From an optimization exercise on the open Yosys and OpenROAD flow, aimed at small area; shortcuts taken in it are not production practice. In this exercise RTL edits were held to simulation tests only and were not proved equivalent to the original. The flow treats the clock pin as an ideal source, which a real chip does not have.

## flow/design.v (module list and top-level ports; edited modules follow where they fit)
// module fa: 4 lines
// module ha: 4 lines
// module mj: 3 lines
// module neural_pipeline_top: 1457 lines
module neural_pipeline_top (
    input wire clk,
    input wire rst,
    input wire signed [15:0] raw_in,
    output wire signed [15:0] vel_out
);
  // ...
==> flow/flow/run.sh <==
#!/bin/bash
# The standard layout (standard.sh, with the standard synthesis unchanged)
# plus three changes:
#  1. after the standard synthesis, the combinational logic other than the
#     adder, majority and tie cells is re-mapped by ABC with an area script
#     (flow/reabc.abc); flip-flops and their names are left as they are;
#  2. port buffers use the smallest buffer cell (buf_1);
#  3. clock tree synthesis uses clkbuf_8 and no dummy loads.
# Each tool's output goes to a log file of its own in this folder.
set -euo pipefail
export BUFFER_PORTS_ARGS="-buffer_cell sky130_fd_sc_hd__buf_1"
export CTS_ARGS="-sink_clustering_enable -repair_clock_nets -dont_use_dummy_load -buf_list sky130_fd_sc_hd__clkbuf_8"

R=orfs/results/${FLOW_PLATFORM}/neural_pipeline_top/base
LIB=${FLOW_HOME}/platforms/${FLOW_PLATFORM}/lib/sky130_fd_sc_hd__tt_025C_1v80.lib
YOSYS=${FLOW_HOME}/../tools/install/yosys/bin/yosys
[ -x "$YOSYS" ] || YOSYS=yosys

bash standard.sh synth > standard_synth.log 2>&1
cp $R/1_2_yosys.v 1_2_yosys_standard.v

DU=""
for c in probe_p_8 probec_p_8 lpflow_bleeder_1 lpflow_clkbufkapwr_1 lpflow_clkbufkapwr_16 \
  lpflow_clkbufkapwr_2 lpflow_clkbufkapwr_4 lpflow_clkbufkapwr_8 lpflow_clkinvkapwr_1 \
  lpflow_clkinvkapwr_16 lpflow_clkinvkapwr_2 lpflow_clkinvkapwr_4 lpflow_clkinvkapwr_8 \
  lpflow_decapkapwr_12 lpflow_decapkapwr_3 lpflow_decapkapwr_4 lpflow_decapkapwr_6 \
  lpflow_decapkapwr_8 lpflow_inputiso0n_1 lpflow_inputiso0p_1 lpflow_inputiso1n_1 \
  lpflow_inputiso1p_1 lpflow_inputisolatch_1 lpflow_isobufsrc_1 lpflow_isobufsrc_16 \
  lpflow_isobufsrc_2 lpflow_isobufsrc_4 lpflow_isobufsrc_8 lpflow_isobufsrckapwr_16 \
  lpflow_lsbuf_lh_hl_isowell_tap_1 lpflow_lsbuf_lh_hl_isowell_tap_2 \
  lpflow_lsbuf_lh_hl_isowell_tap_4 lpflow_lsbuf_lh_isowell_4 lpflow_lsbuf_lh_isowell_tap_1 \
  lpflow_lsbuf_lh_isowell_tap_2 lpflow_lsbuf_lh_isowell_tap_4; do
  DU="$DU -dont_use sky130_fd_sc_hd__$c"
done

cat > reabc.ys <<EOT
read_liberty -ignore_miss_func $LIB
setattr -mod -set keep_hierarchy 1 sky130_fd_sc_hd__fa_1 sky130_fd_sc_hd__ha_1 sky130_fd_sc_hd__maj3_1 sky130_fd_sc_hd__maj3_2 sky130_fd_sc_hd__maj3_4 sky130_fd_sc_hd__conb_1 sky130_fd_sc_hd__dfxtp_1
read_verilog 1_2_yosys_standard.v
hierarchy -top ${FLOW_TOP}
flatten
opt -purge
abc -liberty $LIB $DU -script flow/reabc.abc
opt_clean -purge
chtype -set sky130_fd_sc_hd__maj3_1 t:sky130_fd_sc_hd__maj3_2
splitnets
opt_clean -purge
tee -o reabc_stat.txt stat -liberty $LIB
select ${FLOW_TOP}
write_verilog -noattr -nohex -nodec -selected $R/1_2_yosys.v
EOT
$YOSYS -s reabc.ys > reabc.log 2>&1

bash standard.sh > standard.log 2>&1
==> flow/flow/reabc.abc <==
strash
dch -f
amap
strash
dch -f
amap
topo
==> flow/standard.sh <==
#!/bin/bash
# synth_recipe.tcl (not shown) runs the flow's synth.tcl, then flattens the netlist and writes it again
# the make line also repeats each setting of config.mk as NAME=value (left out here)
make -C /OpenROAD-flow-scripts/flow DESIGN_CONFIG=/design/flow/config.mk WORK_HOME=/design/flow/orfs CLKGATE_MAP_FILE= SYNTH_SCRIPT=/design/flow/synth_recipe.tcl "${@:-finish}"
==> flow/config.mk <==
export PLATFORM = sky130hd
export DESIGN_NAME = neural_pipeline_top
export DESIGN_NICKNAME = neural_pipeline_top
export VERILOG_FILES = /design/flow/design.v
export SDC_FILE = /design/flow/constraint.sdc
export NUM_CORES = 4
export LEC_CHECK = 0
export CAP_MARGIN = 20
export CORE_MARGIN = 2
export CORE_UTILIZATION = 70
export PLACE_DENSITY = 0.8
export SLEW_MARGIN = 20
export SYNTH_HIERARCHICAL = 1
==> flow/constraint.sdc <==
create_clock -name core_clock -period 25.0 [get_ports {clk}]
set_input_delay 5.0000 -clock core_clock [delete_from_list [all_inputs] [get_ports {clk}]]
set_output_delay 5.0000 -clock core_clock [all_outputs]
set_load 0.01 [all_outputs]
==> qor.txt, run 1 <==
met1 global-route usage -> 38.55%
status -> timing/DRC/antenna clean
via count -> 6,657
Final nets -> 1,286
Hold WC Path Type -> register to register
fin crit share -> 82.72%
max_cap viols -> 0
I/O pin count -> 34
Mapped Cells -> 914
TritonRoute pass-1 iters -> 5
Die Span Y -> 130.2 um
DP Area -> 11,560 um2
Tmin final -> 20,680 ps
Ys Warns -> 7
Final WS setup -> 4319 ps
routability congestion estimate -> 0.9138
Final Hold Fails -> 0
FF-to-FF path depth -> 47
sequential share of cell area -> 25.11%
Slew Viols, Final -> 0
max reg flops -> 29
Worst-Margin Slew -> 991.4 ps
M3 GR Usage -> 5.330%
R2R Path End -> y1[13]
Site Rows -> 46
clock skew -> 45.09 ps
critical path launch point -> raw_in[0]
Data buffer area share -> 1.241%
==> run 2: changes to the inputs <==
--- a/flow/design.v
+++ b/flow/design.v
@@ -450,26 +450,23 @@
     wire f426;
     wire f427;
     wire f428;
     wire f429;
     wire f430;
     wire f431;
     wire f432;
     wire f433;
-    wire f434;
-    wire f435;
-    wire f436;
-    wire f437;
-    wire f438;
-    wire f439;
     wire f103_n = ~f103;
     wire f111_n = ~f111;
     wire f113_n = ~f113;
     wire f114_n = ~f114;
+    wire f119_n = ~f119;
+    wire f125_n = ~f125;
+    wire f127_n = ~f127;
     wire f128_n = ~f128;
     wire f133_n = ~f133;
     wire f137_n = ~f137;
     wire f143_n = ~f143;
     wire f151_n = ~f151;
     wire f158_n = ~f158;
     wire f164_n = ~f164;
     wire f187_n = ~f187;
@@ -487,29 +484,26 @@
     wire f299_n = ~f299;
     wire f304_n = ~f304;
     wire f313_n = ~f313;
     wire f319_n = ~f319;
     wire f327_n = ~f327;
     wire f33_n = ~f33;
     wire f333_n = ~f333;
     wire f341_n = ~f341;
-    wire f342_n = ~f342;
-    wire f347_n = ~f347;
     wire f35_n = ~f35;
+    wire f353_n = ~f353;
+    wire f354_n = ~f354;
     wire f359_n = ~f359;
     wire f369_n = ~f369;
-    wire f379_n = ~f379;
-    wire f380_n = ~f380;
+    wire f377_n = ~f377;
     wire f385_n = ~f385;
-    wire f393_n = ~f393;
-    wire f396_n = ~f396;
-    wire f401_n = ~f401;
-    wire f407_n = ~f407;
-    wire f410_n = ~f410;
+    wire f391_n = ~f391;
+    wire f397_n = ~f397;
+    wire f400_n = ~f400;
     wire f43_n = ~f43;
     wire f44_n = ~f44;
     wire f57_n = ~f57;
     wire f59_n = ~f59;
     wire f67_n = ~f67;
     wire f68_n = ~f68;
     wire f7_n = ~f7;
     wire f81_n = ~f81;
@@ -703,95 +697,92 @@
     fa f325_fa (.a(f323), .b(f119), .c(f312), .s(f325), .co(f326));
     fa f327_fa (.a(f325), .b(f127), .c(f314), .s(f327), .co(f328));
     fa f329_fa (.a(f316), .b(f327_n), .c(f315), .s(f329), .co(f330));
     fa f331_fa (.a(y2[6]), .b(f160), .c(f318), .s(f331), .co(f332));
     fa f333_fa (.a(f331), .b(f47), .c(f320), .s(f333), .co(f334));
     fa f335_fa (.a(f333_n), .b(f87), .c(f322), .s(f335), .co(f336));
     fa f337_fa (.a(f335), .b(f111), .c(f324), .s(f337), .co(f338));
     fa f339_fa (.a(f337), .b(f125), .c(f326), .s(f339), .co(f340));
-    fa f341_fa (.a(f128), .b(f330), .c(f329), .s(f341), .co(f342));
-    fa f343_fa (.a(f339), .b(f328), .c(f341_n), .s(f343), .co(f344));
+    fa f341_fa (.a(f128), .b(f339), .c(f328), .s(f341), .co(f342));
+    fa f343_fa (.a(f341_n), .b(f330), .c(f329), .s(f343), .co(f344));
     fa f345_fa (.a(y2[7]), .b(f332), .c(f55), .s(f345), .co(f346));
     fa f347_fa (.a(f334), .b(f345), .c(f95_n), .s(f347), .co(f348));
     fa f349_fa (.a(f336), .b(f119), .c(f338), .s(f349), .co(f350));
-    fa f351_fa (.a(f349), .b(f128), .c(f127), .s(f351), .co(f352));
-    fa f353_fa (.a(f347_n), .b(f340), .c(f351), .s(f353), .co(f354));
-    fa f355_fa (.a(f353), .b(f342_n), .c(f344), .s(f355), .co(f356));
+    fa f351_fa (.a(f349), .b(f127), .c(f340), .s(f351), .co(f352));
+    fa f353_fa (.a(f347), .b(f344), .c(f343), .s(f353), .co(f354));
+    fa f355_fa (.a(f351), .b(f342), .c(f353_n), .s(f355), .co(f356));
     fa f357_fa (.a(y2[8]), .b(f63), .c(f346), .s(f357), .co(f358));
     fa f359_fa (.a(f357), .b(f103_n), .c(f348), .s(f359), .co(f360));
-    fa f361_fa (.a(f125), .b(f350), .c(f352), .s(f361), .co(f362));
-    fa f363_fa (.a(f359_n), .b(f128_n), .c(f354), .s(f363), .co(f364));
-    fa f365_fa (.a(f361), .b(f363), .c(f356), .s(f365), .co(f366));
+    fa f361_fa (.a(f125), .b(f350), .c(f128), .s(f361), .co(f362));
+    fa f363_fa (.a(f359_n), .b(f352), .c(f361), .s(f363), .co(f364));
+    fa f365_fa (.a(f363), .b(f354_n), .c(f356), .s(f365), .co(f366));
     fa f367_fa (.a(y2[9]), .b(f71), .c(f358), .s(f367), .co(f368));
     fa f369_fa (.a(f367), .b(f111_n), .c(f360), .s(f369), .co(f370));
-    fa f371_fa (.a(f128), .b(f127), .c(f362), .s(f371), .co(f372));
-    fa f373_fa (.a(f369_n), .b(f364), .c(f371), .s(f373), .co(f374));
-    fa f375_fa (.a(f373), .b(f366), .c(f365), .s(f375), .co(f376));
-    fa f377_fa (.a(y2[10]), .b(f79), .c(f368), .s(f377), .co(f378));
-    fa f379_fa (.a(f377), .b(f370), .c(f128), .s(f379), .co(f380));
-    fa f381_fa (.a(f119), .b(f379_n), .c(f372), .s(f381), .co(f382));
-    fa f383_fa (.a(f374), .b(f381), .c(f376), .s(f383), .co(f384));
-    fa f385_fa (.a(y2[11]), .b(f87), .c(f378), .s(f385), .co(f386));
-    fa f387_fa (.a(f385_n), .b(f125), .c(f128), .s(f387), .co(f388));
-    fa f389_fa (.a(f380_n), .b(f387), .c(f382), .s(f389), .co(f390));
-    fa f391_fa (.a(f389), .b(f384), .c(f383), .s(f391), .co(f392));
-    fa f393_fa (.a(y2[12]), .b(f95), .c(f386), .s(f393), .co(f394));
-    fa f395_fa (.a(f393_n), .b(f127), .c(f388), .s(f395), .co(f396));
-    fa f397_fa (.a(f395), .b(f390), .c(f392), .s(f397), .co(f398));
-    fa f399_fa (.a(y2[13]), .b(f103), .c(f394), .s(f399), .co(f400));
-    fa f401_fa (.a(f399), .b(f128), .c(f396_n), .s(f401), .co(f402));
-    fa f403_fa (.a(f401_n), .b(f398), .c(f397), .s(f403), .co(f404));
-    fa f405_fa (.a(y2[14]), .b(f111), .c(f400), .s(f405), .co(f406));
-    fa f407_fa (.a(f405), .b(f128_n), .c(f402), .s(f407), .co(f408));
-    fa f409_fa (.a(f407_n), .b(f404), .c(f403), .s(f409), .co(f410));
-    fa f411_fa (.a(y2_15_n), .b(f119), .c(f406), .s(f411), .co(f412));
-    fa f413_fa (.a(f411), .b(f408), .c(f410_n), .s(f413), .co(f414));
-    fa f415_fa (.a(f125), .b(f412), .c(f414), .s(f415), .co(f416));
-    fa f417_fa (.a(f127), .b(f416), .c(f415), .s(f417), .co(f418));
-    assign f419 = ~f128 ^ f418 ^ f417;
-    assign f421 = f259;
-    assign f422 = f273;
-    assign f423 = f287;
-    assign f424 = f301;
-    assign f425 = ~f315;
-    assign f426 = ~f329;
-    assign f427 = ~f343;
-    assign f428 = ~f355;
-    assign f429 = f365;
-    assign f430 = ~f375;
-    assign f431 = f383;
-    assign f432 = ~f391;
-    assign f433 = f397;
-    assign f434 = f403;
-    assign f435 = ~f409;
-    assign f436 = f413;
-    assign f437 = ~f415;
-    assign f438 = ~f417;
-    assign f439 = ~f419;
+    fa f371_fa (.a(f127), .b(f362), .c(f364), .s(f371), .co(f372));
+    fa f373_fa (.a(f369_n), .b(f371), .c(f366), .s(f373), .co(f374));
+    fa f375_fa (.a(y2[10]), .b(f79), .c(f368), .s(f375), .co(f376));
+    fa f377_fa (.a(f375), .b(f119_n), .c(f370), .s(f377), .co(f378));
+    fa f379_fa (.a(f377_n), .b(f128), .c(f372), .s(f379), .co(f380));
+    fa f381_fa (.a(f379), .b(f374), .c(f373), .s(f381), .co(f382));
+    fa f383_fa (.a(y2[11]), .b(f87), .c(f376), .s(f383), .co(f384));
+    fa f385_fa (.a(f383), .b(f125_n), .c(f378), .s(f385), .co(f386));
+    fa f387_fa (.a(f385_n), .b(f380), .c(f382), .s(f387), .co(f388));
+    fa f389_fa (.a(y2[12]), .b(f95), .c(f384), .s(f389), .co(f390));
+    fa f391_fa (.a(f389), .b(f127_n), .c(f386), .s(f391), .co(f392));
+    fa f393_fa (.a(f391_n), .b(f388), .c(f387), .s(f393), .co(f394));
+    fa f395_fa (.a(y2[13]), .b(f103), .c(f390), .s(f395), .co(f396));
+    fa f397_fa (.a(f395), .b(f128_n), .c(f392), .s(f397), .co(f398));
+    fa f399_fa (.a(f397_n), .b(f394), .c(f393), .s(f399), .co(f400));
+    fa f401_fa (.a(y2[14]), .b(f111), .c(f396), .s(f401), .co(f402));
+    fa f403_fa (.a(f401), .b(f398), .c(f400_n), .s(f403), .co(f404));
+    fa f405_fa (.a(y2_15_n), .b(f119), .c(f402), .s(f405), .co(f406));
+    fa f407_fa (.a(f405), .b(f404), .c(f403), .s(f407), .co(f408));
+    fa f409_fa (.a(f125), .b(f406), .c(f408), .s(f409), .co(f410));
+    fa f411_fa (.a(f127), .b(f410), .c(f409), .s(f411), .co(f412));
+    assign f413 = f128 ^ f412 ^ f411;
+    assign f415 = f259;
+    assign f416 = f273;
+    assign f417 = f287;
+    assign f418 = f301;
+    assign f419 = ~f315;
+    assign f420 = ~f329;
+    assign f421 = ~f343;
+    assign f422 = ~f355;
+    assign f423 = ~f365;
+    assign f424 = f373;
+    assign f425 = ~f381;
+    assign f426 = f387;
+    assign f427 = f393;
+    assign f428 = ~f399;
+    assign f429 = ~f403;
+    assign f430 = f407;
+    assign f431 = ~f409;
+    assign f432 = ~f411;
+    assign f433 = f413;
     wire [30:12] ya;
-    assign ya[12] = f421;
-    assign ya[13] = f422;
-    assign ya[14] = f423;
-    assign ya[15] = f424;
-    assign ya[16] = f425;
-    assign ya[17] = f426;
-    assign ya[18] = f427;
-    assign ya[19] = f428;
-    assign ya[20] = f429;
-    assign ya[21] = f430;
-    assign ya[22] = f431;
-    assign ya[23] = f432;
-    assign ya[24] = f433;
-    assign ya[25] = f434;
-    assign ya[26] = f435;
-    assign ya[27] = f436;
-    assign ya[28] = f437;
-    assign ya[29] = f438;
-    assign ya[30] = f439;
+    assign ya[12] = f415;
+    assign ya[13] = f416;
+    assign ya[14] = f417;
+    assign ya[15] = f418;
+    assign ya[16] = f419;
+    assign ya[17] = f420;
+    assign ya[18] = f421;
+    assign ya[19] = f422;
+    assign ya[20] = f423;
+    assign ya[21] = f424;
+    assign ya[22] = f425;
+    assign ya[23] = f426;
+    assign ya[24] = f427;
+    assign ya[25] = f428;
+    assign ya[26] = f429;
+    assign ya[27] = f430;
+    assign ya[28] = f431;
+    assign ya[29] = f432;
+    assign ya[30] = f433;
     wire ovf = (ya[30] != ya[27]) | (ya[29] != ya[27]) | (ya[28] != ya[27]);
     wire [15:0] y_comb = ovf ? {ya[30], {15{~ya[30]}}} : ya[27:12];
     always @(posedge clk) begin
         if (rst) begin
             x1 <= 0;
             x2 <= 0;
             y1 <= 0;
             y2 <= 0;
==> qor.txt, run 2 <==
Final WS setup -> 3858 ps (was 4319 ps)
fin crit share -> 84.57% (was 82.72%)
routability congestion estimate -> 0.8885 (was 0.9138)
CP required -> 25,370 ps (was 25,340 ps)
Multi-input gate area -> 7560 um2 (was 7615 um2)
drc violations -> 0 (unchanged)
hold buffer count at CTS -> 0 (unchanged)
Bufs and invs on worst path -> 7 (was 6)
vias in the first global route -> 7,409 (was 7,405)
Initial Util -> 70.81% (was 70.95%)
WS Path Type -> primary input to register (unchanged)
Slew Viols, Final -> 0 (unchanged)
Port-buffer cells -> 32 (unchanged)
CTS Sinks -> 148 (unchanged)
commonest non-fill, non-tap cell in the layout -> fa_1 (unchanged)
drt total wl -> 22.30 mm (was 22.41 mm)
register area -> 2963 um2 (unchanged)
CTS resizes -> 0 (unchanged)
clock skew -> 25.75 ps (was 45.09 ps)
Worst path top cell family by delay -> adder cells (unchanged)
cts bufs inserted -> 17 (unchanged)
Die W -> 129.8 um (was 130.2 um)
TritonRoute pass-1 iters -> 5 (unchanged)
drt wl/cell -> 18.91 um (was 18.96 um)
RSZ-0062 raised after global routing -> no (unchanged)
Clock transition at path regs -> 70 ps (about the same)
TNS Setup -> 0 ps (unchanged)
most frequent cells in the layout -> fa_1 (271), clkinv_1 (150), dfxtp_1 (148) (was fa_1 (274), clkinv_1 (152), dfxtp_1 (148))
Clk Latency, worst-skew pair -> 460 ps (was 470 ps)
area growth from synthesis to layout -> 5.801% (was 5.836%)
DP Area -> 11,490 um2 (was 11,560 um2)
dpl hpwl -> 18.46 mm (was 18.48 mm)
Hold WC Path Type -> register to register (unchanged)
layout cells sized above 1 -> 2.077% (was 2.174%)
Fillers -> 1,063 (was 1,070)
overall global routing resource usage -> 30.00% (was 30.69%)
max_cap viols -> 0 (unchanged)
Ant. Diodes -> 0 (unchanged)
Slew headroom -> 29.16% (was 33.75%)
DR vias/cell -> 5.633 (was 5.632)
endpoints failing setup -> 0 (unchanged)
CP Launch Type -> primary input (unchanged)
critical path fanouts, max -> 15 (unchanged)
Core Box Area -> 15,660 um2 (was 15,710 um2)
Setup crit end kind -> register (unchanged)
Worst path most repeated cell -> fa_1 (unchanged)
Die Span Y -> 129.8 um (was 130.2 um)
Mapped Cells -> 912 (was 914)
post-detailed-route count of antenna-violating nets -> 0 (unchanged)
DR iter-0 viols -> 301 (was 339)
post-CTS setup buffers -> 0 (unchanged)
CP peak stage delay -> 560 ps (was 580 ps)
Fmax achieved -> 0.04730 GHz (was 0.04835 GHz)
pre-CTS setup slack -> 3428 ps (was 3972 ps)
slowest CP cell -> fa_1 (unchanged)
CTS root buf -> clkbuf_8 (unchanged)
status -> timing/DRC/antenna clean (unchanged)
via count -> 6,641 (was 6,657)
H-Tree Depth -> 4 (unchanged)
largest net degree at the start of global routing -> 92 (was 58)
Tmin final -> 21,140 ps (was 20,680 ps)
I/O pin count -> 34 (unchanged)
Final Hold Fails -> 0 (unchanged)
CTS tree -> built (unchanged)
cell area after synthesis -> 11,090 um2 (was 11,150 um2)
Synth Net Count -> 1,227 (was 1,232)
initial antenna violation count -> 0 (unchanged)
clock buffer depth -> 2 (unchanged)
Avg Inst Size Synth -> 12.16 um2 (was 12.20 um2)
total congestion overflow -> 0 (unchanged)
data arrival time of the critical path -> 21,510 ps (was 21,020 ps)
Site Rows -> 46 (unchanged)
Ys Warns -> 7 (unchanged)
cell area after layout -> 11,730 um2 (was 11,800 um2)
register name with the most flops -> acc (unchanged)
max reg flops -> 29 (unchanged)
full die area -> 16,860 um2 (was 16,950 um2)
Final nets -> 1,280 (was 1,286)
Worst-Margin Slew -> 1059 ps (was 991.4 ps)
first-pass GRT wire length -> 37.13 mm (was 37.83 mm)
[run 2: worst reg2reg max path: cells and delay by family (launching register included)]
family	cells	cell delay (ps)
flip-flops	1	410
AO/OA/AOI/OAI	2	310
buffers and inverters	5	410
AND/OR/NAND/NOR	2	780
adder cells (fa/ha/maj)	38	17070
[run 2: cell type report]
| class | count | area share [%] |
|---|---|---|
| clock buffers | 17 | 1.995 |
| well taps | 216 | 2.304 |
| repair buffers | 34 | 1.184 |
| inverters | 150 | 4.801 |
| flip-flops and latches | 148 | 25.26 |
| multi-input cells | 614 | 64.46 |
[run 2: worst paths after layout]
kind             start     to  slack (ps)  depth (start not counted)
max          raw_in[0]  y1[8]        3860                         46
min              x1[9]  x2[9]         450                          2
max reg2reg      y1[0]  y1[8]        5990                         47
min reg2reg      x1[9]  x2[9]         450                          2
[run 2: stage by stage]
| stage | util [%] | hold WS (ps) | instances |
|---|---|---|---|
| final | 74.92 | 453.4 | 1179 |
| after global routing | 74.92 | 477.1 | 1179 |
| after CTS | 74.92 | 452.0 | 1179 |
| after detailed placement | 73.43 | 450.5 | 1162 |
| after global placement | 73.43 | 431.2 | 1162 |
| after floorplan | - | 422.8 | 912 |
[run 2: layer usage]
| layer | wire [um] | part of all wire, % | GRT usage [%] |
|---|---|---|---|
| met1 | 8864 | 40 | 38.00 |
| met2 | 11480 | 51 | 51.25 |
| met3 | 1102 | 4.9 | 6.150 |
| met4 | 853 | 3.8 | 12.21 |
| met5 | 0 | 0 | 0 |
==> run 3: changes to the inputs <==
--- a/flow/flow/run.sh
+++ b/flow/flow/run.sh
@@ -5,7 +5,9 @@
 #     adder, majority and tie cells is re-mapped by ABC with an area script
 #     (flow/reabc.abc); flip-flops and their names are left as they are;
 #  2. port buffers use the smallest buffer cell (buf_1);
-#  3. clock tree synthesis uses clkbuf_8 and no dummy loads.
+#  3. clock tree synthesis uses clkbuf_8 and no dummy loads; afterwards
+#     clock buffers are downsized to clkbuf_4 where the clock-pin slew
+#     allows it (flow/cts_trim.tcl).
 # Each tool's output goes to a log file of its own in this folder.
 set -euo pipefail
 export BUFFER_PORTS_ARGS="-buffer_cell sky130_fd_sc_hd__buf_1"
@@ -51,4 +53,10 @@
 EOT
 $YOSYS -s reabc.ys > reabc.log 2>&1
 
+bash standard.sh cts > standard_to_cts.log 2>&1
+OPENROAD=${FLOW_HOME}/../tools/install/OpenROAD/bin/openroad
+[ -x "$OPENROAD" ] || OPENROAD=openroad
+export R LIB
+$OPENROAD -no_init -exit flow/cts_trim.tcl > cts_trim.log 2>&1
+
 bash standard.sh > standard.log 2>&1
==> flow/flow/cts_trim.tcl (new file) <==
read_liberty $::env(LIB)
read_db $::env(R)/4_cts.odb
read_sdc $::env(R)/4_cts.sdc
source $::env(FLOW_HOME)/platforms/$::env(FLOW_PLATFORM)/setRC.tcl
set_propagated_clock [all_clocks]
estimate_parasitics -placement
proc maxslew {} {
  set ms 0
  foreach p [get_pins -of_objects [get_cells -filter "ref_name =~ *df*"] -filter "name == CLK"] {
    set s [get_property $p slew_max]
    if {$s > $ms} { set ms $s }
  }
  return $ms
}
puts "max clock-pin slew before: [maxslew]"
set small [[ord::get_db] findMaster sky130_fd_sc_hd__clkbuf_4]
foreach inst [[ord::get_db_block] getInsts] {
  set m [$inst getMaster]
  if {[$m getName] != "sky130_fd_sc_hd__clkbuf_8"} continue
  $inst swapMaster $small
  estimate_parasitics -placement
  set s [maxslew]
  if {$s > 0.110} {
    $inst swapMaster $m
    estimate_parasitics -placement
    puts "kept [$inst getName] ($s)"
  } else {
    puts "downsized [$inst getName] ($s)"
  }
}
puts "max clock-pin slew after: [maxslew]"
write_db $::env(R)/4_cts.odb
==> qor.txt, run 3 <==
TNS Setup -> 0 ps (unchanged)
Reg2Reg Setup Slack -> 5960 ps (was 5990 ps)
I/O pin count -> 34 (unchanged)
Worst R2R Start -> y1[0] (unchanged)
critical path launch point -> raw_in[0] (unchanged)
Slew headroom -> 28.77% (was 29.16%)
DR vias/cell -> 5.632 (was 5.633)
Initial Util -> 70.81% (unchanged)
Port-buffer cells -> 32 (unchanged)
commonest non-fill, non-tap cell in the layout -> fa_1 (unchanged)
RSZ-0062 raised after global routing -> no (unchanged)
Slew Viols, Final -> 0 (unchanged)
Die W -> 129.8 um (unchanged)
slowest CP cell -> fa_1 (unchanged)
layout cells sized above 1 -> 2.077% (unchanged)
routability congestion estimate -> 0.8885 (unchanged)
post-placement cell count -> 1,162 (unchanged)
dpl hpwl -> 18.46 mm (unchanged)
CTS resizes -> 0 (unchanged)
Hold WC Path Type -> register to register (unchanged)
Synth Net Count -> 1,227 (unchanged)
CTS Sinks -> 148 (unchanged)
Final Hold Fails -> 0 (unchanged)
TritonRoute pass-1 iters -> 5 (unchanged)
utilization after layout -> 74.42% (was 74.92%)
CP required -> 25,490 ps (was 25,370 ps)
Worst-Margin Slew -> 1065 ps (was 1059 ps)
Bufs and invs on worst path -> 7 (unchanged)
Core Box Area -> 15,660 um2 (unchanged)
total congestion overflow -> 0 (unchanged)
Finished Layout Cells -> 1,180 (was 1,179)
first-pass GRT wire length -> 37.10 mm (was 37.13 mm)
Tmin final -> 21,060 ps (was 21,140 ps)
drt total wl -> 22.22 mm (was 22.30 mm)
Fmax achieved -> 0.04748 GHz (was 0.04730 GHz)
WS Path Type -> primary input to register (unchanged)
CTS tree -> built (unchanged)
data arrival time of the critical path -> 21,550 ps (was 21,510 ps)
overall global routing resource usage -> 29.98% (was 30.00%)
clock skew -> 33.16 ps (was 25.75 ps)
post-detailed-route count of antenna-violating nets -> 0 (unchanged)
Avg Inst Size Synth -> 12.16 um2 (unchanged)
Site Rows -> 46 (unchanged)
area growth from synthesis to layout -> 5.090% (was 5.801%)
vias in the first global route -> 7,415 (was 7,409)
Clock transition at path regs -> 100 ps (was 70 ps)
Worst path most repeated cell -> fa_1 (unchanged)
CP peak stage delay -> 560 ps (about the same)
Die Span Y -> 129.8 um (unchanged)
initial antenna violation count -> 1 (was 0)
drt wl/cell -> 18.83 um (was 18.91 um)
Final nets -> 1,280 (unchanged)
hold buffer count at CTS -> 0 (unchanged)
fin crit share -> 84.25% (was 84.57%)
critical path fanouts, max -> 15 (unchanged)
Setup crit end kind -> register (unchanged)
CTS root buf -> clkbuf_8 (unchanged)
max reg flops -> 29 (unchanged)
cell area after synthesis -> 11,090 um2 (unchanged)
via count -> 6,646 (was 6,641)
DR iter-0 viols -> 307 (was 301)
drc violations -> 0 (unchanged)
Clk Latency, worst-skew pair -> 570 ps (was 460 ps)
largest net degree at the start of global routing -> 92 (unchanged)
most frequent cells in the layout -> fa_1 (271), clkinv_1 (150), dfxtp_1 (148) (unchanged)
H-Tree Depth -> 4 (unchanged)
status -> timing/DRC/antenna clean (unchanged)
clock buffer depth -> 2 (unchanged)
cts bufs inserted -> 17 (unchanged)
endpoints failing setup -> 0 (unchanged)
Ys Warns -> 7 (unchanged)
min-delay src -> x1[6] (was x1[9])
register name with the most flops -> acc (unchanged)
post-CTS setup buffers -> 0 (unchanged)
Mapped Cells -> 912 (unchanged)
CP Launch Type -> primary input (unchanged)
max_cap viols -> 0 (unchanged)
full die area -> 16,860 um2 (unchanged)
Worst path top cell family by delay -> adder cells (unchanged)
-- run 3: final timing paths --
| kind | to | cells after the start |
|---|---|---|
| max | y1[8] | 46 |
| min | x2[6] | 2 |
| max reg2reg | y1[8] | 47 |
| min reg2reg | x2[6] | 2 |
-- run 3: per-stage QoR --
stage | cell area, um2 | hold WS (ps) | worst slack [ps]
final | 11650 | 455.7 | 3938
after global routing | 11650 | 480.5 | 3470
after CTS | 11730 | 452.0 | 3857
after detailed placement | 11490 | 450.5 | 3428
after global placement | 11490 | 431.2 | 3862
after floorplan | 11090 | 422.8 | 4428
-- run 3: layout make-up --
class	count	area (um2)
antenna	1	2.502
sequential	148	2963
inverter	150	563.0
tap	216	270.3
clock buffer	17	152.6
fill	1077	4005
timing repair buffer	34	138.9
multi-input combinational	614	7560
-- run 3: per-layer routing --
metal  global-route usage (%)  vias up  wire length [um]
met1                    37.91     3418              8873
met4                    12.21        0               832
li1                         -     2993                 -
met3                    6.150       61              1063
met5                        0        -                 0
met2                    51.25      174             11450
-- run 3: worst min-delay path, stage by stage, from the launching register on --
cell and delay (ps):
dfxtp_1 300, clkinv_1 70, nor2_1 40
==> run 4: changes to the inputs <==
==> flow/flow/reabc.abc (replaced) <==
strash
&get -n
&deepsyn -T 30
&put
dch -f
amap
strash
dch -f
amap
topo
==> qor.txt, run 4 <==
cts bufs inserted -> 17 (unchanged)
drt wl/cell -> 18.42 um (was 18.83 um)
Worst path top cell family by delay -> adder cells (unchanged)
hold buffer count at CTS -> 0 (unchanged)
Mapped Cells -> 899 (was 912)
CTS resizes -> 0 (unchanged)
CP required -> 25,430 ps (was 25,490 ps)
slowest CP cell -> fa_1 (unchanged)
vias in the first global route -> 7,370 (was 7,415)
drt total wl -> 21.43 mm (was 22.22 mm)
endpoints failing setup -> 0 (unchanged)
RSZ-0062 raised after global routing -> no (unchanged)
largest net degree at the start of global routing -> 86 (was 92)
status -> timing/DRC/antenna clean (unchanged)
critical path launch point -> raw_in[0] (unchanged)
utilization after layout -> 75.83% (was 74.42%)
initial antenna violation count -> 1 (unchanged)
area growth from synthesis to layout -> 5.187% (was 5.090%)
CTS Sinks -> 148 (unchanged)
Reg2Reg Setup Slack -> 6110 ps (was 5960 ps)
R2R Path End -> y1[8] (unchanged)
DR iter-0 viols -> 422 (was 307)
Die W -> 129.4 um (was 129.8 um)
Synth Net Count -> 1,214 (was 1,227)
Worst-Margin Slew -> 931.9 ps (was 1065 ps)
max_cap viols -> 0 (unchanged)
full die area -> 16,730 um2 (was 16,860 um2)
Final nets -> 1,267 (was 1,280)
Bufs and invs on worst path -> 7 (unchanged)
Core Box Area -> 15,260 um2 (was 15,660 um2)
layout cells sized above 1 -> 2.105% (was 2.077%)
Hold WC Path Type -> register to register (unchanged)
TritonRoute pass-1 iters -> 5 (unchanged)
DR vias/cell -> 5.488 (was 5.632)
Die Span Y -> 129.4 um (was 129.8 um)
I/O pin count -> 34 (unchanged)
data arrival time of the critical path -> 21,330 ps (was 21,550 ps)
Worst path most repeated cell -> fa_1 (unchanged)
critical path fanouts, max -> 15 (unchanged)
CP peak stage delay -> 550 ps (was 560 ps)
Avg Inst Size Synth -> 12.24 um2 (was 12.16 um2)
Slew headroom -> 37.87% (was 28.77%)
CTS tree -> built (unchanged)
total congestion overflow -> 0 (unchanged)
clock skew -> 31.38 ps (was 33.16 ps)
TNS Setup -> 0 ps (unchanged)
post-CTS setup buffers -> 0 (unchanged)
cell area after synthesis -> 11,000 um2 (was 11,090 um2)
Tmin final -> 20,900 ps (was 21,060 ps)
Ys Warns -> 7 (unchanged)
Initial Util -> 72.09% (was 70.81%)
Setup crit end kind -> register (unchanged)
dpl hpwl -> 17.84 mm (was 18.46 mm)
CP Launch Type -> primary input (unchanged)
Worst R2R Start -> y1[0] (unchanged)
drc violations -> 0 (unchanged)
crit path to -> y1[8] (unchanged)
Final Hold Fails -> 0 (unchanged)
via count -> 6,383 (was 6,646)
Fmax achieved -> 0.04785 GHz (was 0.04748 GHz)
clock buffer depth -> 2 (unchanged)
max reg flops -> 29 (unchanged)
CTS root buf -> clkbuf_8 (unchanged)
most frequent cells in the layout -> fa_1 (271), clkinv_1 (163), dfxtp_1 (148) (was fa_1 (271), clkinv_1 (150), dfxtp_1 (148))
number of stages on the worst setup path -> 45 (was 46)
first-pass GRT wire length -> 36.82 mm (was 37.10 mm)
Clk Latency, worst-skew pair -> 580 ps (was 570 ps)
Slew Viols, Final -> 0 (unchanged)
fin crit share -> 83.59% (was 84.25%)
WS Path Type -> primary input to register (unchanged)
register name with the most flops -> acc (unchanged)
overall global routing resource usage -> 29.82% (was 29.98%)
Clock transition at path regs -> 100 ps (about the same)
Site Rows -> 45 (was 46)
post-detailed-route count of antenna-violating nets -> 0 (unchanged)
routability congestion estimate -> 0.8892 (was 0.8885)
commonest non-fill, non-tap cell in the layout -> fa_1 (unchanged)
H-Tree Depth -> 4 (unchanged)
FF-to-FF path depth -> 46 (was 47)
Port-buffer cells -> 32 (unchanged)
-- run 4: layer usage --
metal  vias to the layer above  wire length, um  global-route usage [%]
met1                      3271             8448                   37.22
met5                         -                0                       0
met2                       125            11370                   51.98
met3                        60              835                   5.863
met4                         0              769                   11.57
li1                       2927                -                       -
-- run 4: worst min-delay path by stage --
stage,startpoint,cells past startpoint,to,slack [ps]
final,x1[6],2,x2[6],450
after CTS,x1[6],2,x2[6],450
after global placement,pending,2,pending,430
after global routing,pending,2,pending,480
after detailed placement,x1[3],2,x2[3],440
after floorplan,pending,2,pending,420
-- run 4: cell type report --
cell class                 count  area [um2]
antenna                        2       5.005
clock buffer                  17       165.2
fill                        1009        3689
inverter                     163       611.8
multi-input combinational    588        7425
sequential                   148        2963
tap                          211       264.0
timing repair buffer          34       136.4
-- run 4: worst register-to-register path, delay by kind of cell, from the launching register on --
kind                       cells  cell delay (ps)
AOI/OAI and AO/OA              2              390
adders and majority gates     38            16970
buffers and inverters          5              450
DFF                            1              400
and+or+nand+nor                1              550
-- run 4: metrics by stage --
stage	instances	cell area (um2)	hold slack [ps]	worst slack, ps
global route	1163	11570	479.5	3485
finish	1163	11570	446.4	4102
detailed placement	1144	11400	437.4	3463
floorplan	899	11000	419.3	4584
CTS	1161	11630	449.0	3950
global placement	1144	11400	433.9	3952
==> run 5: changes to the inputs <==
--- a/flow/flow/run.sh
+++ b/flow/flow/run.sh
@@ -2,7 +2,7 @@
 # The standard layout (standard.sh, with the standard synthesis unchanged)
 # plus three changes:
 #  1. after the standard synthesis, the combinational logic other than the
-#     adder, majority and tie cells is re-mapped by ABC with an area script
+#     full-adder and tie cells is re-mapped by ABC with an area script
 #     (flow/reabc.abc); flip-flops and their names are left as they are;
 #  2. port buffers use the smallest buffer cell (buf_1);
 #  3. clock tree synthesis uses clkbuf_8 and no dummy loads; afterwards
@@ -37,14 +37,14 @@
 
 cat > reabc.ys <<EOT
 read_liberty -ignore_miss_func $LIB
-setattr -mod -set keep_hierarchy 1 sky130_fd_sc_hd__fa_1 sky130_fd_sc_hd__ha_1 sky130_fd_sc_hd__maj3_1 sky130_fd_sc_hd__maj3_2 sky130_fd_sc_hd__maj3_4 sky130_fd_sc_hd__conb_1 sky130_fd_sc_hd__dfxtp_1
+setattr -mod -set keep_hierarchy 1 sky130_fd_sc_hd__fa_1 sky130_fd_sc_hd__conb_1 sky130_fd_sc_hd__dfxtp_1
 read_verilog 1_2_yosys_standard.v
 hierarchy -top ${FLOW_TOP}
 flatten
 opt -purge
 abc -liberty $LIB $DU -script flow/reabc.abc
 opt_clean -purge
-chtype -set sky130_fd_sc_hd__maj3_1 t:sky130_fd_sc_hd__maj3_2
+
 splitnets
 opt_clean -purge
 tee -o reabc_stat.txt stat -liberty $LIB
==> flow/flow/reabc.abc (replaced) <==
strash
dch -f
amap
strash
dch -f
amap
topo
==> qor.txt, run 5 <==
max reg flops -> 29 (unchanged)
Avg Inst Size Synth -> 11.68 um2 (was 12.24 um2)
cts bufs inserted -> 17 (unchanged)
Worst path most repeated cell -> fa_1 (unchanged)
dpl hpwl -> 17.88 mm (was 17.84 mm)
critical path fanouts, max -> 15 (unchanged)
slowest CP cell -> o21ai_0 (was fa_1)
Initial Util -> 71.68% (was 72.09%)
Setup crit end kind -> register (unchanged)
drt wl/cell -> 18.88 um (was 18.42 um)
clock skew -> 40.73 ps (was 31.38 ps)
register name with the most flops -> acc (unchanged)
max_cap viols -> 0 (unchanged)
CTS root buf -> clkbuf_8 (unchanged)
routability congestion estimate -> 0.8786 (was 0.8892)
CP Launch Type -> primary input (unchanged)
CTS tree -> built (unchanged)
status -> timing/DRC/antenna clean (unchanged)
drc violations -> 0 (unchanged)
Slew Viols, Final -> 0 (unchanged)
CTS resizes -> 0 (unchanged)
first-pass GRT wire length -> 37.68 mm (was 36.82 mm)
post-CTS setup buffers -> 0 (unchanged)
Port-buffer cells -> 32 (unchanged)
overall global routing resource usage -> 30.31% (was 29.82%)
drt total wl -> 22.16 mm (was 21.43 mm)
commonest non-fill, non-tap cell in the layout -> fa_1 (unchanged)
WS Path Type -> primary input to register (unchanged)
I/O pin count -> 34 (unchanged)
TNS Setup -> 0 ps (unchanged)
Die W -> 128.8 um (was 129.4 um)
Tmin final -> 21,050 ps (was 20,900 ps)
GRT met2 Usage -> 54.03% (was 51.98%)
Clk Latency, worst-skew pair -> 570 ps (was 580 ps)
fin crit share -> 84.22% (was 83.59%)
Site Rows -> 45 (unchanged)
initial antenna violation count -> 1 (unchanged)
clock buffer depth -> 2 (unchanged)
CTS Sinks -> 148 (unchanged)
Final Hold Fails -> 0 (unchanged)
Ys Warns -> 7 (unchanged)
Fmax achieved -> 0.04750 GHz (was 0.04785 GHz)
H-Tree Depth -> 4 (unchanged)
met1 global-route usage -> 36.55% (was 37.22%)
largest net degree at the start of global routing -> 64 (was 86)
vias in the first global route -> 7,688 (was 7,370)
CP peak stage delay -> 770 ps (was 550 ps)
TritonRoute pass-1 iters -> 5 (unchanged)
total congestion overflow -> 0 (unchanged)
Synth Net Count -> 1,222 (was 1,214)
Slew headroom -> 33.74% (was 37.87%)
M3 GR Usage -> 5.530% (was 5.863%)
layout cells sized above 1 -> 2.234% (was 2.105%)
area growth from synthesis to layout -> 5.156% (was 5.187%)
Clock transition at path regs -> 90 ps (was 100 ps)
RSZ-0062 raised after global routing -> no (unchanged)
post-detailed-route count of antenna-violating nets -> 0 (unchanged)
Final nets -> 1,276 (was 1,267)
full die area -> 16,580 um2 (was 16,730 um2)
Die Span Y -> 128.8 um (was 129.4 um)
Core Box Area -> 15,200 um2 (was 15,260 um2)
utilization after layout -> 75.37% (was 75.83%)
DR iter-0 viols -> 324 (was 422)
cell area after synthesis -> 10,900 um2 (was 11,000 um2)
via count -> 6,850 (was 6,383)
most frequent cells in the layout -> fa_1 (271), clkinv_1 (166), dfxtp_1 (148) (was fa_1 (271), clkinv_1 (163), dfxtp_1 (148))
endpoints failing setup -> 0 (unchanged)
gr busiest metal -> met2 (unchanged)
Mapped Cells -> 933 (was 899)
data arrival time of the critical path -> 21,530 ps (was 21,330 ps)
CP required -> 25,470 ps (was 25,430 ps)
DR vias/cell -> 5.835 (was 5.488)
Worst-Margin Slew -> 983.5 ps (was 931.9 ps)
hold buffer count at CTS -> 0 (unchanged)
Hold WC Path Type -> register to register (unchanged)
-- run 5: area by class of cell --
class / count / area, um2
clock buffer: 17 / 171.4
tap: 188 / 235.2
inverter: 166 / 623.1
multi-input combinational: 619 / 7317
antenna: 1 / 2.502
timing repair buffer: 35 / 146.4
sequential: 148 / 2963
fill: 1015 / 3744
-- run 5: metrics by stage --
step / cells / setup slack [ps] / instance area (um2) / hold slack, ps
after floorplan: 933 / 4539 / 10900 / 388.5
after global placement: 1156 / 3892 / 11280 / 398.0
after detailed placement: 1156 / 3423 / 11280 / 406.0
after CTS: 1173 / 3885 / 11510 / 423.9
after global routing: 1174 / 3307 / 11460 / 447.8
final: 1174 / 3946 / 11460 / 426.9
-- run 5: critical path, delay by kind of cell --
family          cells  cell delay (ps)
compound gates      3             1080
fa+ha+maj          31            13860
buf+inv             8              620
simple gates        4              970
-- run 5: final timing paths --
check | start | endpoint | slack [ps] | cells past startpoint
worst max-delay path | raw_in[0] | y1[9] | 3950 | 46
worst min-delay path | u[0] | u[0] | 430 | 1
worst max register to register | y1[0] | y1[9] | 6100 | 48
worst min register to register | u[0] | u[0] | 430 | 1
-- run 5: metal layers --
metal / vias to the layer above / routed length [um]
li1: 3077 / -
met1: 3539 / 8603
met2: 177 / 11860
met3: 57 / 862
met4: 0 / 834
met5: - / 0

[afterwards: timing with drivers on the ports]
In the flow no input, the clock included, has a driving cell. The finished layouts below were timed again as built, in two steps. Step 1 (the two cells are an assumption about what drives the block):
set clk [get_ports {clk}]
set_driving_cell -lib_cell sky130_fd_sc_hd__clkbuf_16 $clk
set_driving_cell -lib_cell sky130_fd_sc_hd__buf_2 [delete_from_list [all_inputs] $clk]
Step 2 times the ports against the registers' clock, not the clock port: input delays grow and output delays shrink by t, the midpoint of the rising clock arrivals with the driver on. Three values: ideal, step 1, step 2; two values: the first two.
| run | shift t [ns] | setup slack, ns | worst hold slack (ns) | cell pins on the clock port's net |
|---|---|---|---|---|
| run 1 | 0.489 | 4.319 / 4.338 / 3.849 | 0.450 / 0.450 / 0.450 | 1 |
| run 2 | 0.487 | 3.858 / 3.878 / 3.391 | 0.453 / 0.453 / 0.453 | 1 |
| run 3 | 0.590 | 3.938 / 3.955 / 3.365 | 0.456 / 0.456 / 0.456 | 1 |
| run 4 | 0.608 | 4.102 / 4.128 / 3.520 | 0.446 / 0.446 / 0.446 | 1 |
| run 5 | 0.585 | 3.946 / 3.960 / 3.375 | 0.427 / 0.427 / 0.427 | 1 |
After both steps setup and hold are still met in every run listed. For run 4, which loses most, drivers alone change the setup slack by +0.026 ns; drivers and shift together by -0.582 ns.
